Source: an optimization exercise on an open RTL-to-GDS flow (aim: small area). Production flows keep margins and buffers that such runs may drop.
Function was checked by simulation only, so behaviour that the tests miss may differ from the original.
Power is estimated from default activity; no workload was simulated.

$ cat flow/run.sh
#!/bin/bash
# synth_recipe.tcl (not shown) runs the flow's synth.tcl, then flattens the netlist and writes it again
# the make line also repeats each setting of config.mk as NAME=value (left out here)
make -C /OpenROAD-flow-scripts/flow DESIGN_CONFIG=/design/flow/config.mk WORK_HOME=/design/flow/orfs CLKGATE_MAP_FILE= SYNTH_SCRIPT=/design/flow/synth_recipe.tcl finish
$ cat flow/config.mk
export PLATFORM = sky130hd
export DESIGN_NAME = LYCALOBLOCK
export DESIGN_NICKNAME = LYCALOBLOCK
export VERILOG_FILES = /design/flow/design.v
export SDC_FILE = /design/flow/constraint.sdc
export NUM_CORES = 4
export LEC_CHECK = 0
export CAP_MARGIN = 20
export CORE_AREA = 10 10 470 470
export DIE_AREA = 0 0 480 480
export SLEW_MARGIN = 20
$ cat flow/constraint.sdc
create_clock -name core_clock -period 4.5 [get_ports {CLK}]
set_input_delay 0.9000 -clock core_clock [delete_from_list [all_inputs] [get_ports {CLK}]]
set_output_delay 0.9000 -clock core_clock [all_outputs]
set_load 0.01 [all_outputs]
$ cat flow/design.v
module SERDESDECODE_1(
    input [64*NSLOT-1:0] DATA,
    output [24:0] WFMSUM,
    output ANYNOTPED,
    output [3:0] MAXID,
    output [20:0] MAXWAVEFORM,
    output [7:0] TDCSUM,
    output [4:0] TDCNUM,
    output [15:0] TDCHIT,
    output [3*16-1:0] TDCVAL,
    output [15:0] DISCRSTATE
    );
    parameter SLOT=0;
    parameter NSLOT=1;
    assign WFMSUM = DATA[64*SLOT+:25];
    assign ANYNOTPED = DATA[64*SLOT+63];
    assign MAXID = DATA[64*SLOT+25+:4];
    assign MAXWAVEFORM = DATA[64*SLOT+29+:21];
    assign TDCSUM = DATA[64*SLOT+50+:8];    
    assign TDCNUM = DATA[64*SLOT+58+:5];    
    assign TDCHIT = DATA[64*SLOT+:16];    
    assign TDCVAL = DATA[64*SLOT+16+:3*16];
    assign DISCRSTATE = DATA[64*SLOT+29+:16];
endmodule
module LYCALOBLOCK(
    input CLK,
    input [1023:0] DATA,
    input signed [31:0] LYCALOTHR,
    input [255:0] LYCALOMASK,
    output reg LYCALOTRG,
    output reg LYCALOORTRG,
    output reg signed [(25+4)-1:0] LYCALOQSUM
    );
    wire [25*16-1:0] WFSUM_BOARD;
    wire [255:0] DISCR_BOARD;
    genvar iSlot;
    generate
    for (iSlot = 0; iSlot < 16; iSlot = iSlot + 1) begin
        SERDESDECODE_1 #(
            .SLOT(iSlot),
            .NSLOT(16)
        ) slot_decode (
            .DATA(DATA),
            .WFMSUM(WFSUM_BOARD[iSlot*25+:25]),
            .ANYNOTPED(),
            .MAXID(),
            .MAXWAVEFORM(),
            .TDCSUM(),
            .TDCNUM(),
            .TDCHIT(),
            .TDCVAL(),
            .DISCRSTATE(DISCR_BOARD[iSlot*16+:16])
        );
    end
    endgenerate
    reg [(25+1)*8-1:0] SUM_1;
    reg [(25+2)*4-1:0] SUM_2;
    reg [(25+3)*2-1:0] SUM_3;
    integer i;
    always @ (posedge CLK) begin
        for (i=0; i<8; i=i+1) begin
            SUM_1[i*(25+1)+:25+1] <= $signed(WFSUM_BOARD[i*(25)+:25]) + $signed(WFSUM_BOARD[(i+8)*(25)+:25]);
        end
        for (i=0; i<4; i=i+1) begin
            SUM_2[i*(25+2)+:25+2] <= $signed(SUM_1[i*(25+1)+:25+1]) + $signed(SUM_1[(i+4)*(25+1)+:25+1]);
        end
        for (i=0; i<2; i=i+1) begin
            SUM_3[i*(25+3)+:25+3] <= $signed(SUM_2[i*(25+2)+:25+2]) + $signed(SUM_2[(i+2)*(25+2)+:25+2]);
        end
        LYCALOQSUM <= $signed(SUM_3[0+:25+3]) + $signed(SUM_3[25+3+:25+3]);      
        LYCALOTRG <= (LYCALOQSUM > LYCALOTHR) ? 1 : 0;
        LYCALOORTRG <= |(DISCR_BOARD[255:0]&LYCALOMASK[255:0]);
    end
endmodule 
==> impl_metrics.env <==
export IMPL_synthesis_yosys_warnings=1
export IMPL_dieHeight_um=480
export IMPL_tritoncts="done"
export IMPL_register_share_of_total_power=0.268
export IMPL_synth_yosys_seq_area_share=0.294
export IMPL_clock_sink_count=403
export IMPL_synthesis_instances=3015
export IMPL_worst_ep_required_time_ps=5050
export IMPL_power_total_mw=22.9
export IMPL_die_area_mm2=0.230
export IMPL_hold_path_startpoint="SUM_2[54]"
export IMPL_layout_worst_path_cycle_share=0.844
export IMPL_r2r_cells=10
export IMPL_max_vdd_ir_drop_mv=0.372
export IMPL_synth_largest_area_cell="sky130_fd_sc_hd__dfxtp_1"
export IMPL_final_ant_viol_nets=0
export IMPL_fin_hold_ws_ps=454
export IMPL_worstPathCellList="clkdlybuf4s50_1, ha_1, fa_1, buf_4, a211oi_1, buf_4, o211ai_1, and2_1, a221o_1, a41oi_1, a21oi_1, a41o_1, o41ai_1, buf_4, xnor2_1"
export IMPL_final_cell_count_no_fill=6978
export IMPL_final_layout_size_suffix_gt1_frac=0.0393
export IMPL_utilization=0.205
export IMPL_worst_ep_arrival_time_ps=4350
export IMPL_clock_fmax_ghz=0.263
export IMPL_placement_cell_area_mm2=0.0411
export IMPL_first_pass_grt_wire_length_um=229000
export IMPL_period_needed_ps=3800
export IMPL_layout_cells_most_common_list="975 x sky130_fd_sc_hd__clkdlybuf4s50_1, 418 x sky130_fd_sc_hd__ha_1, 403 x sky130_fd_sc_hd__dfxtp_1"
export IMPL_worst_setup_path_start_kind="input port"
export IMPL_cap_violations=0
export IMPL_gp_congestion=0.938
export IMPL_area_growth_pct=56.4
export IMPL_worst_hold_path_endpoint="SUM_3[0]"
export IMPL_design_area_mm2=0.0430
export IMPL_timing_critical_path_slowest_stage_cell="sky130_fd_sc_hd__clkdlybuf4s50_1"
export IMPL_synth_area_per_cell_um2=9.11
export IMPL_cts_htree_levels=2
export IMPL_yosys_top_cells_area="sky130_fd_sc_hd__dfxtp_1 29%, sky130_fd_sc_hd__ha_1 19%, sky130_fd_sc_hd__xnor2_1 6.9%"
export IMPL_drc_errors_left=0
export IMPL_vias_in_the_first_global_route=27700
export IMPL_hold_violation_count_in_the_final_report=0
export IMPL_detailed_route_vias_per_instance=3.98
export IMPL_synth_xor_area_frac=0.101
export IMPL_comb_power_share=0.546
export IMPL_area_fraction_in_and_or_nand_and_nor_cells_after_synthesis=0.125
export IMPL_numCtsBuffers=48
export IMPL_synthDominantCellAreaShare=0.294
export IMPL_postCtsResizedCells=0
export IMPL_synth_edf_count=0
export IMPL_critPathCaptureType="flip-flop"
export IMPL_cts_repair_timing_setup_buffer_count=0
export IMPL_finalSetupViolations=0
export IMPL_clkLatencyLatePin_ps=630
export IMPL_worst_clock_skew_ps=30.2
export IMPL_drv_slew=0
export IMPL_ios=1344
export IMPL_grt_start_max_net_pins=16
export IMPL_setup_reg_to_reg_worst_slack_ps=900
export IMPL_pre_cts_slack_ps=50.4
export IMPL_ys_async_sr_fraction=0
export IMPL_fin_nets=5825
export IMPL_hold_path_class="flip-flop to flip-flop"
export IMPL_initial_core_util=0.131
export IMPL_most_frequent_standard_cell_in_the_layout_excluding_fill_and_tap_cells="sky130_fd_sc_hd__clkdlybuf4s50_1"
export IMPL_power_internal_mw=13.3
export IMPL_cts_reportedPaths_clkPinSlew_ps=60
export IMPL_grt_setup_unrepaired="false"
export IMPL_synth_top_family_by_area="compound AO/OA/AOI/OAI gates"
export IMPL_worst_pin_slew_ps=1040
export IMPL_cts_root_buf="sky130_fd_sc_hd__clkbuf_16"
export IMPL_core_mm2=0.210
export IMPL_drt_pass1_iterations=5
export IMPL_post_drt_wl_per_cell_um=25.2
export IMPL_route_vias_total=27800
export IMPL_r2r_start="SUM_3[28]"
export IMPL_critPathMaxFanout=3
export IMPL_globalRoute_totalOverflow=0
export IMPL_grtUsageTotal=0.143
export IMPL_final_setup_tns_ps=0
export IMPL_fp_row_count=168
export IMPL_post_synth_num_cell_types=68
export IMPL_synth_area_mux_share=0.00150
export IMPL_hold_buffers=0
export IMPL_compound_gate_portion_of_the_synthesized_area=0.262
export IMPL_power_density_mw_per_mm2=533
export IMPL_worst_path_most_repeated_cell="sky130_fd_sc_hd__buf_4"
export IMPL_syn_cell_area_mm2=0.0275
export IMPL_static_leakage_power_nw=17.8
export IMPL_port_buffers=975
export IMPL_synth_ff_type="sky130_fd_sc_hd__dfxtp_1"
export IMPL_cp_slowest_stage_delay_ps=410
export IMPL_syn_num_nets=4761
export IMPL_max_clock_buf_depth=3
export IMPL_die_width_um=480
export IMPL_criticalPathCategory="input port to flip-flop"
export IMPL_number_of_antenna_violations_at_the_first_check_in_global_routing=157
export IMPL_hpwl_um=161000
export IMPL_slew_headroom=0.296
export IMPL_switching_share=0.417
export IMPL_drt_iter0_drc=1290
export IMPL_setup_slack_ps=701
export IMPL_synth_fa_ha_area_frac=0.201
export IMPL_r2r_end="LYCALOQSUM[27]"
export IMPL_postSynthRegisterBits=403
export IMPL_hold_depth=1
export IMPL_run_status="no timing/DRC/antenna violations"
export IMPL_total_switching_power_mw=9.56
export IMPL_clock_network_power_share=0.186
export IMPL_placed_cells_incl_taps=6834
export IMPL_total_wire_length_um=176000
==> per-layer routing <==
metal  routed length (um)  part of all wire  up-vias  global-route usage
met3                14500             0.083      371              0.0500
met4                 8950             0.051      124              0.0489
li1                     -                 -    13600                   -
met1                61000              0.35    12700               0.140
met2                90600              0.52     1015               0.277
met5                  786            0.0045        -                   0
==> synth_stat cells, drive strengths merged, types with 61 or more instances <==
cell type  count
a21o         177
inv          104
ha           418
dfxtp        403
xnor2        218
nor3          61
o21ai        146
a21oi        252
nor2         179
xor2          98
nand2        125
==> registers in the layout (all words and copies together), names as in the netlist <==
register	flops
LYCALOORTRG	1
LYCALOQSUM	29
LYCALOTRG	1
SUM_1	208
SUM_2	108
SUM_3	56
==> how the worst max path moves through the flow <==
stage | from | to | slack [ps]
after floorplan | DATA[64] | SUM_1[48] | 990
after global placement | DATA[320] | SUM_1[150] | 50
after detailed placement | DATA[320] | SUM_1[150] | 50
after CTS | DATA[320] | SUM_1[150] | 740
after global routing | DATA[320] | SUM_1[150] | 540
final | DATA[64] | SUM_1[48] | 700
==> area by class of cell <==
class | count | area [um^2]
diodes | 54 | 135
clock buffers | 60 | 1320
clock inverters | 30 | 427
fillers | 23100 | 167000
inverters | 104 | 390
multi-input cells | 2494 | 19000
flip-flops and latches | 403 | 8070
well taps | 2805 | 3510
repair buffers | 1028 | 10200
==> worst max-delay path, delay by kind of cell <==
| kind | cells | cell delay [ps] |
|---|---|---|
| AOI/OAI and AO/OA | 7 | 1670 |
| buffers and inverters | 4 | 920 |
| adders and majority gates | 2 | 590 |
| and+or+nand+nor | 1 | 160 |
| xor gates and xnor gates | 1 | 100 |
==> logic make-up after synthesis <==
kind of cell,after synthesis
XOR/XNOR,316
flip-flops,403
buffers and inverters,118
multiplexers,4
AO/OA/AOI/OAI,1057
AND/OR/NAND/NOR,684
adder cells (fa/ha/maj),433
==> power by group through the flow <==
stage,sequential [mW],combinational (mW),clock [mW]
3_3_place_gp,6.35,12.5,0
3_5_place_dp,6.34,12.7,0
6_report,6.13,12.5,4.27
4_1_cts,6.27,12.7,4.48
5_1_grt,6.31,14.0,4.58
2_1_floorplan,5.55,8.32,0

## port drivers added, routing unchanged
In the flow no input, the clock included, has a driving cell. The finished layout below was timed again as built, in two steps. Step 1 (the two cells are an assumption about what drives the block):
set clk [get_ports {CLK}]
set_driving_cell -lib_cell sky130_fd_sc_hd__clkbuf_16 $clk
set_driving_cell -lib_cell sky130_fd_sc_hd__buf_2 [delete_from_list [all_inputs] $clk]
Step 2 also shifts input and output timing later by t, the mid clock arrival at the registers, as if the neighbouring blocks saw the same clock. Three values: no drivers, after step 1, after step 2; two values: the first two.
t (ns): 0.673
slack for setup (ns): 0.701 / 0.731 / 0.058
clock arrival spread, ns: 0.033 / 0.032
slew at the worst register clock pin (ns): 0.08 / 0.08
After both steps this run still meets setup and hold. For this run, drivers alone change the setup slack by +0.030 ns; drivers and shift together by -0.643 ns.
